This design comes from an exercise in tuning for small area, a short achievable clock period and few clock cycles on the open sky130 flow, not from production work. At most, simulation tests tie the RTL to the original design; equivalence was not proved. Power and IR drop assume default switching activity.

Design maze, start of the top module:
module maze(clk, reset, start_i, row_i, action_o, coord_o);
export LEC_CHECK = 0
export ABC_AREA = 1
export CAP_MARGIN = 20
export CORE_MARGIN = 2
export CORE_UTILIZATION = 40
export SETUP_SLACK_MARGIN = 1.6
export SLEW_MARGIN = 20
create_clock -name core_clock -period 3.7 [get_ports {clk}]
run.sh (not shown) runs the stock make flow with config.mk's settings and CLKGATE_MAP_FILE= SYNTH_SCRIPT=/design/flow/synth_recipe.tcl, a recipe that flattens the netlist after the stock synthesis.
The baseline went through all stages and came out clean.
Testbench counts at the start, summed over its fixed seeds: cycles 39,396.
==> next run, changes <==
--- a/flow/config.mk
+++ b/flow/config.mk
@@ -8 +7,0 @@
-export ABC_AREA = 1
@@ -12 +11 @@
-export SETUP_SLACK_MARGIN = 1.6
+export SETUP_SLACK_MARGIN = 1.3
=> Wire length went down by 14%. Final area went down by 12%. Synthesized cell count went down by 21%. Worst hold slack improved by 0.0063 ns. Synthesized area went down by 7.4%. Flip-flop and latch count does not change.
==> next run, changes <==
--- a/flow/config.mk
+++ b/flow/config.mk
@@ -7,0 +8 @@
+export ABC_AREA = 1
@@ -11 +12 @@
-export SETUP_SLACK_MARGIN = 1.3
+export SETUP_SLACK_MARGIN = 1.0
=> Power shrinks by roughly a tenth. Via count grows by roughly a tenth. Non-clock buffer count shrinks by 29. Core utilization shrinks by 3.4 points. Die area grows by a little under a tenth. Register-to-register slack gets better by 0.39 ns. Clock power barely changes. Global-route usage shrinks by 1.0 points. Cell count grows by a quarter to a third. Fmax grows by roughly a tenth. Wire length grows by a few percent.
==> next run, changes <==
--- a/flow/config.mk
+++ b/flow/config.mk
@@ -8 +7,0 @@
-export ABC_AREA = 1
What happened: The new run produced a clean layout. Sequential cell count stays the same. Design area falls by a few percent. First-iteration DRC count drops by about a fifth. Power rises by roughly a tenth. Sequential share of layout area rose by 0.91 points. Setup slack loses 0.29 ns. Clock-buffer cell count came out higher by 1. Synthesized area goes down by a little under a tenth. Clock power rose by roughly a tenth.

* * *

try-umber:
maze, a different RTL version from the one above (not shown whole).
Size: ~170 flip-flops.
make LEC_CHECK=0 ABC_AREA=1 CAP_MARGIN=20 CORE_MARGIN=2 CORE_UTILIZATION=55 CTS_BUF_LIST='sky130_fd_sc_hd__clkbuf_4 sky130_fd_sc_hd__clkbuf_8' CTS_CLUSTER_DIAMETER=80 CTS_CLUSTER_SIZE=30 PLACE_DENSITY=0.75 SETUP_SLACK_MARGIN=1.4 SLEW_MARGIN=20 finish   # period 3.7 ns
Both conditions hold for try-umber: the flow ran to the end and the final layout passed the timing, design-rule and antenna checks.
Testbench counts of try-umber, summed over its fixed seeds: cycles 37,238.
## Diff of input files: try-xenon against try-umber
# try-umber
export LEC_CHECK = 0
export ABC_AREA = 1
export CAP_MARGIN = 20
export CORE_MARGIN = 2
export CORE_UTILIZATION = 55
export CTS_BUF_LIST = sky130_fd_sc_hd__clkbuf_4 sky130_fd_sc_hd__clkbuf_8
export CTS_CLUSTER_DIAMETER = 80
export CTS_CLUSTER_SIZE = 30
export PLACE_DENSITY = 0.75
export SETUP_SLACK_MARGIN = 1.4
export SLEW_MARGIN = 20
create_clock -name core_clock -period 3.7 [get_ports {clk}]
# try-xenon
export LEC_CHECK = 0
export ABC_AREA = 1
export CAP_MARGIN = 20
export CORE_MARGIN = 2
export CORE_UTILIZATION = 55
export CTS_BUF_LIST = sky130_fd_sc_hd__clkbuf_4 sky130_fd_sc_hd__clkbuf_8
export CTS_CLUSTER_DIAMETER = 80
export CTS_CLUSTER_SIZE = 30
export PLACE_DENSITY = 0.75
export SETUP_SLACK_MARGIN = 1.3
export SLEW_MARGIN = 20
create_clock -name core_clock -period 3.7 [get_ports {clk}]
Results
- Status: number of cells in the design after placement parity (try-xenon, try-umber)
- Looking only at final critical path time including I/O delays and setup, and setting everything else aside, the higher value of try-xenon and try-umber goes to try-xenon.
- In the tables for try-xenon and try-umber, power share of the combinational group reads higher with try-umber.
- [compare] base=try-umber new=try-xenon: filler-free cell count of the finished design about even, latest clock arrival within the worst-skew pair about even, post-layout utilization of the core fell 0.69 points.
- Total power after layout for try-xenon: about 1.6% down relative to try-umber
- | global-route usage | try-umber vs try-xenon | ≈ equal |
- Number of buffer and inverter stages on the critical path was lower in try-xenon than in try-umber.
- Area growth from synthesis to layout in try-xenon is 1.2 points lower than in try-umber
diff inputs: try-xenon => try-maple
# try-xenon
export LEC_CHECK = 0
export ABC_AREA = 1
export CAP_MARGIN = 20
export CORE_MARGIN = 2
export CORE_UTILIZATION = 55
export CTS_BUF_LIST = sky130_fd_sc_hd__clkbuf_4 sky130_fd_sc_hd__clkbuf_8
export CTS_CLUSTER_DIAMETER = 80
export CTS_CLUSTER_SIZE = 30
export PLACE_DENSITY = 0.75
export SETUP_SLACK_MARGIN = 1.3
export SLEW_MARGIN = 20
create_clock -name core_clock -period 3.7 [get_ports {clk}]
# try-maple
export LEC_CHECK = 0
export ABC_AREA = 1
export CAP_MARGIN = 20
export CORE_MARGIN = 2
export CORE_UTILIZATION = 40
export CTS_BUF_LIST = sky130_fd_sc_hd__clkbuf_4 sky130_fd_sc_hd__clkbuf_8
export CTS_CLUSTER_DIAMETER = 80
export CTS_CLUSTER_SIZE = 30
export SETUP_SLACK_MARGIN = 1.45
export SLEW_MARGIN = 20
create_clock -name core_clock -period 3.7 [get_ports {clk}]
### Flow results
- Of try-maple and try-xenon, try-maple shows the higher number of filler cells placed in the layout, with try-xenon below it.
- Compared with try-xenon, try-maple shows a post-CTS resize count that is about 60% higher.
- Looking only at met3 wire length, and setting everything else aside, the higher value of try-maple and try-xenon goes to try-xenon.
- The run showing the greater worst setup slack after layout is try-maple.
Changes in try-violet relative to try-maple:
# try-maple
export LEC_CHECK = 0
export ABC_AREA = 1
export CAP_MARGIN = 20
export CORE_MARGIN = 2
export CORE_UTILIZATION = 40
export CTS_BUF_LIST = sky130_fd_sc_hd__clkbuf_4 sky130_fd_sc_hd__clkbuf_8
export CTS_CLUSTER_DIAMETER = 80
export CTS_CLUSTER_SIZE = 30
export SETUP_SLACK_MARGIN = 1.45
export SLEW_MARGIN = 20
create_clock -name core_clock -period 3.7 [get_ports {clk}]
# try-violet
export LEC_CHECK = 0
export ABC_AREA = 1
export CAP_MARGIN = 20
export CORE_MARGIN = 2
export CORE_UTILIZATION = 55
export CTS_BUF_LIST = sky130_fd_sc_hd__clkbuf_4 sky130_fd_sc_hd__clkbuf_8
export CTS_CLUSTER_DIAMETER = 80
export CTS_CLUSTER_SIZE = 30
export PLACE_DENSITY = 0.75
export SETUP_SLACK_MARGIN = 1.5
export SLEW_MARGIN = 20
create_clock -name core_clock -period 3.7 [get_ports {clk}]
## What came out
Number of tap instances (lower): try-violet. Compared with try-maple, in try-violet area growth from synthesis to layout now sits higher; fraction of final layout cells with drive strength greater than 1 now sits higher; DRC violation count after routing now sits at about the same level. From try-maple to try-violet the numbers moved as follows: overall power saw an increase, worst hold slack shows an increase of 0.013 ns.

* * *

Another version of the RTL of maze (not shown whole).
Size in the first run: roughly 1600 cells after synthesis, roughly 160 flip-flops, about 0.0098 mm^2 of cells after synthesis.
Settings: LEC_CHECK=0, ABC_AREA=1, CAP_MARGIN=20, CORE_MARGIN=2, CORE_UTILIZATION=55, CTS_BUF_LIST=sky130_fd_sc_hd__clkbuf_4 sky130_fd_sc_hd__clkbuf_8, CTS_CLUSTER_DIAMETER=80, CTS_CLUSTER_SIZE=30, PLACE_DENSITY=0.75, SETUP_SLACK_MARGIN=1.4, SLEW_MARGIN=20; clock period 3.7 ns.
==> next run, changes <==
--- a/flow/config.mk
+++ b/flow/config.mk
@@ -15,3 +15,3 @@
 export PLACE_DENSITY = 0.75
-export SETUP_SLACK_MARGIN = 1.4
+export SETUP_SLACK_MARGIN = 1.35
 export SLEW_MARGIN = 20
Outcome:
- first-iteration DRC count went up by 10%
- cell count decreases by 0.65%
- via count decreases by 1.5%
==> next run, changes <==
--- a/flow/config.mk
+++ b/flow/config.mk
@@ -10,3 +10,3 @@
 export CORE_MARGIN = 2
-export CORE_UTILIZATION = 55
+export CORE_UTILIZATION = 40
 export CTS_BUF_LIST = sky130_fd_sc_hd__clkbuf_4 sky130_fd_sc_hd__clkbuf_8
@@ -14,4 +14,3 @@
 export CTS_CLUSTER_SIZE = 30
-export PLACE_DENSITY = 0.75
-export SETUP_SLACK_MARGIN = 1.35
+export SETUP_SLACK_MARGIN = 1.3
 export SLEW_MARGIN = 20
After rerunning:
- area after synthesis does not change
- wire length rises by 5.2%
- first-iteration DRC count fell by about 18%
==> next run, changes <==
--- a/flow/config.mk
+++ b/flow/config.mk
@@ -10,3 +10,3 @@
 export CORE_MARGIN = 2
-export CORE_UTILIZATION = 40
+export CORE_UTILIZATION = 55
 export CTS_BUF_LIST = sky130_fd_sc_hd__clkbuf_4 sky130_fd_sc_hd__clkbuf_8
@@ -14,2 +14,4 @@
 export CTS_CLUSTER_SIZE = 30
+export GPL_ROUTABILITY_DRIVEN = 0
+export PLACE_DENSITY = 0.75
 export SETUP_SLACK_MARGIN = 1.3
The new run produced a clean layout.
Wire length went down by 6.2%.
Cell area goes down by about 3%.
Global-route usage went up by 10 points.
Critical path depth rose by 10.
==> next run, changes <==
--- a/flow/config.mk
+++ b/flow/config.mk
@@ -10,3 +10,3 @@
 export CORE_MARGIN = 2
-export CORE_UTILIZATION = 55
+export CORE_UTILIZATION = 40
 export CTS_BUF_LIST = sky130_fd_sc_hd__clkbuf_4 sky130_fd_sc_hd__clkbuf_8
@@ -14,5 +14,3 @@
 export CTS_CLUSTER_SIZE = 30
-export GPL_ROUTABILITY_DRIVEN = 0
-export PLACE_DENSITY = 0.75
-export SETUP_SLACK_MARGIN = 1.3
+export SETUP_SLACK_MARGIN = 1.4
 export SLEW_MARGIN = 20
After rerunning: Setup slack gains 0.11 ns; worst hold slack gets worse by 0.020 ns; power increases by about 7%; cell area increases by about 7%; sequential cell count stays the same; routed wire length climbs by 9.1%; area after synthesis stays the same; maximum frequency increases by 4.9%.
==> next run, changes <==
--- a/flow/config.mk
+++ b/flow/config.mk
@@ -10,3 +10,3 @@
 export CORE_MARGIN = 2
-export CORE_UTILIZATION = 40
+export CORE_UTILIZATION = 55
 export CTS_BUF_LIST = sky130_fd_sc_hd__clkbuf_4 sky130_fd_sc_hd__clkbuf_8
@@ -14,3 +14,4 @@
 export CTS_CLUSTER_SIZE = 30
-export SETUP_SLACK_MARGIN = 1.4
+export PLACE_DENSITY = 0.75
+export SETUP_SLACK_MARGIN = 1.2
 export SLEW_MARGIN = 20
Result: Non-clock buffer count decreases by 32; combinational power drops by 15%; wire length came out lower by 8.7%; total power went down by 8.0%; worst hold slack improves by 0.020 ns; die area shrinks by 27%; synthesized cell count stays the same; clock-buffer cell count drops by 1; cell area went down by 8.0%; sequential share of layout area is higher by 2.5 points; setup slack loses 0.14 ns.
No run of this note included a check of the RTL's function; only the layout flow was run.

* * *

## JK
The RTL this note starts from:
==> flow/design.v <==
module maze(clk, reset, start_i, row_i, action_o, coord_o);
    input clk, reset, start_i;
    input [15:0] row_i;
    output reg [1:0] action_o;
    output reg [5:0] coord_o;
    localparam [1:0] A_IDLE = 2'b00, A_IN = 2'b01, A_CAL = 2'b10, A_OUT = 2'b11;
    reg [63:0] s1, s0;
    reg [3:0]  cnt;
    reg [1:0]  T;       
    reg [1:0]  dm;      
    reg        tgt;     
    reg [5:0]  endc;
    reg [7:0]  cpos, rpos;
    wire load = (action_o == A_IN) & ~cnt[3];
    wire walk = (action_o == A_OUT);
    wire [63:0] ROW0 = 64'h0101010101010101;
    wire [63:0] ROW7 = 64'h8080808080808080;
    wire [63:0] nb  = ((s1 >> 1) & ~ROW7) | ((s1 << 1) & ~ROW0) | (s1 >> 8) | (s1 << 8);
    wire [63:0] nw  = nb & ~s1 & ~s0;
    wire        lab = T[1] ^ T[0];       
    wire [7:0] in1, in0, isst;
    genvar g;
    generate for (g = 0; g < 8; g = g + 1) begin : col
        assign in1[g]  =  row_i[15-2*g] &  row_i[14-2*g];
        assign in0[g]  = ~row_i[15-2*g] &  row_i[14-2*g];
        assign isst[g] =  row_i[15-2*g] & ~row_i[14-2*g];
    end endgenerate
    wire [2:0] stcol = {|isst[7:4], isst[2]|isst[3]|isst[6]|isst[7], isst[1]|isst[3]|isst[5]|isst[7]};
    wire       found = load & |isst;
    reg [63:0] sh1, sh0;
    integer k;
    always @* begin
        for (k = 0; k < 64; k = k + 1) begin
            if (k[2:0] == 3'd7) begin
                sh1[k] = in1[k >> 3];
                sh0[k] = in0[k >> 3];
            end else begin
                sh1[k] = s1[k+1];
                sh0[k] = s0[k+1];
            end
        end
    end
    always @(posedge clk) begin
        if (load) begin
            s1 <= sh1;
            s0 <= sh0;
        end else begin
            s1 <= s1 | nw;
            s0 <= s0 | (nw & {64{lab}});
        end
    end
    wire [63:0] G = s1 & ~(s0 ^ {64{tgt}});
    reg  [7:0] cv, rv;    
    integer a, b;
    always @* begin
        for (a = 0; a < 8; a = a + 1) begin
            cv[a] = 1'b0;
            rv[a] = 1'b0;
            for (b = 0; b < 8; b = b + 1) begin
                cv[a] = cv[a] | (cpos[b] & G[b*8+a]);
                rv[a] = rv[a] | (rpos[b] & G[a*8+b]);
            end
        end
    end
    wire up    = |(rpos[7:1] & cv[6:0]);
    wire down  = |(rpos[6:0] & cv[7:1]);
    wire left  = |(cpos[7:1] & rv[6:0]);
    wire right = |(cpos[6:0] & rv[7:1]);
    wire reach = up | down | left | right;
    function [2:0] dec3(input [2:0] x);
        case (x)
            3'd0: dec3 = 3'd7; 3'd1: dec3 = 3'd0; 3'd2: dec3 = 3'd1; 3'd3: dec3 = 3'd2;
            3'd4: dec3 = 3'd3; 3'd5: dec3 = 3'd4; 3'd6: dec3 = 3'd5; default: dec3 = 3'd6;
        endcase
    endfunction
    function [2:0] inc3(input [2:0] x);
        case (x)
            3'd0: inc3 = 3'd1; 3'd1: inc3 = 3'd2; 3'd2: inc3 = 3'd3; 3'd3: inc3 = 3'd4;
            3'd4: inc3 = 3'd5; 3'd5: inc3 = 3'd6; 3'd6: inc3 = 3'd7; default: inc3 = 3'd0;
        endcase
    endfunction
    wire [2:0] cc = coord_o[5:3];
    wire [2:0] cr = coord_o[2:0];
    wire [2:0] crm = dec3(cr), crp = inc3(cr), ccm = dec3(cc), ccp = inc3(cc);
    wire mu = walk & up;
    wire md = walk & ~up & down;
    wire mv = walk & ~(up | down);           
    wire ml = mv & left;
    wire mr = mv & ~left;
    wire hold = ~found & ~walk;
    always @(posedge clk) begin
        rpos <= ({8{found}} & (8'd1 << cnt[2:0])) | ({8{hold | mv}} & rpos)
              | ({8{mu}} & (rpos >> 1)) | ({8{md}} & (rpos << 1));
        cpos <= ({8{found}} & isst) | ({8{hold | mu | md}} & cpos)
              | ({8{ml}} & (cpos >> 1)) | ({8{mr}} & (cpos << 1));
        coord_o[2:0] <= ({3{found}} & cnt[2:0]) | ({3{hold | mv}} & cr)
                      | ({3{mu}} & crm) | ({3{md}} & crp);
        coord_o[5:3] <= ({3{found}} & stcol) | ({3{hold | mu | md}} & cc)
                      | ({3{ml}} & ccm) | ({3{mr}} & ccp);
    end
    always @(posedge clk) begin
        if (load) T <= 2'd0;
        else      T <= T + 2'd1;
        if (action_o == A_IN & cnt[3]) endc <= {row_i[6:4], row_i[2:0]};
        if (walk) dm <= dm - 2'd1;
        else      dm <= T + 2'd1;
        tgt <= (walk & ~dm[1]) | (~walk & ~load & ((reach & tgt) | (~reach & lab)));
    end
    always @(posedge clk or posedge reset) begin
        if (reset) begin
            action_o <= A_IDLE;
            cnt <= 4'd0;
        end else begin
            case (action_o)
                A_IDLE: begin
                    cnt <= 4'd0;
                    if (start_i) action_o <= A_IN;
                end
                A_IN: begin
                    cnt <= cnt + 4'd1;
                    if (cnt[3]) action_o <= reach ? A_OUT : A_CAL;
                end
                A_CAL: if (reach) action_o <= A_OUT;
                A_OUT: if (coord_o == endc) action_o <= A_IDLE;
            endcase
        end
    end
endmodule
export LEC_CHECK = 0
export CAP_MARGIN = 20
export CORE_MARGIN = 2
export CORE_UTILIZATION = 40
export SLEW_MARGIN = 20
create_clock -name core_clock -period 3.7 [get_ports {clk}]
Testbench counts of JK, summed over its fixed seeds: cycles 40,888.
### JK -> MS
- SETUP_SLACK_MARGIN newly set to 1.0
[summary]
On power in sequential cells, MS tracks JK almost exactly.
JK → MS: met3 wire length rose 11%, fraction of power spent switching nets went down by 0.55 points.
For MS, the end point of the critical path was coord_o[5]$_DFF_P_, unlike JK, where it was action_o[1]$_DFFE_PP0P_.

==> afterwards: timing with drivers on the ports <==
No port has a modelled driver above. Below, the same layouts with a new extraction and two added sets of constraints. Step 1 sets driving cells, clkbuf_16 on the clock port and buf_2 on the other inputs (assumed; they add their load-dependent delay and slew). Step 2 moves the port delays by t, midway between the first and last clock arrival at a register: inputs arrive t later, outputs are due t later. That takes back most of the time a late clock gives input paths. Slacks: ideal / step 1 / step 2; pairs: ideal / step 1.
run	t (ns)	setup WS [ns]	worst data-port slew with drivers (ns)
the first run of note 1	0.477	1.269 / 1.269 / 0.893	0.04
the second run of note 1	0.481	0.733 / 0.733 / 0.533	0.06
the third run of note 1	0.474	1.024 / 0.977 / 0.761	0.04
the fourth run of note 1	0.488	0.735 / 0.735 / 0.633	0.05
try-umber	0.532	1.416 / 1.416 / 1.011	0.04
try-xenon	0.526	1.341 / 1.300 / 0.966	0.04
try-maple	0.533	1.418 / 1.376 / 0.980	0.04
try-violet	0.535	1.202 / 1.201 / 0.666	0.04
the first run of note 3	0.533	1.376 / 1.365 / 0.908	0.06
the second run of note 3	0.531	1.285 / 1.285 / 0.914	0.06
the third run of note 3	0.534	1.313 / 1.265 / 0.891	0.05
the fourth run of note 3	0.516	1.250 / 1.250 / 0.779	0.06
the fifth run of note 3	0.542	1.364 / 1.315 / 0.989	0.05
the sixth run of note 3	0.526	1.220 / 1.220 / 0.781	0.06
JK	0.490	0.576 / 0.576 / 0.576	0.05
MS	0.492	0.964 / 0.964 / 0.656	0.05
After both steps every run listed still meets setup and hold. For try-violet, which loses most, drivers alone change the setup slack by -0.001 ns; drivers and shift together by -0.536 ns.
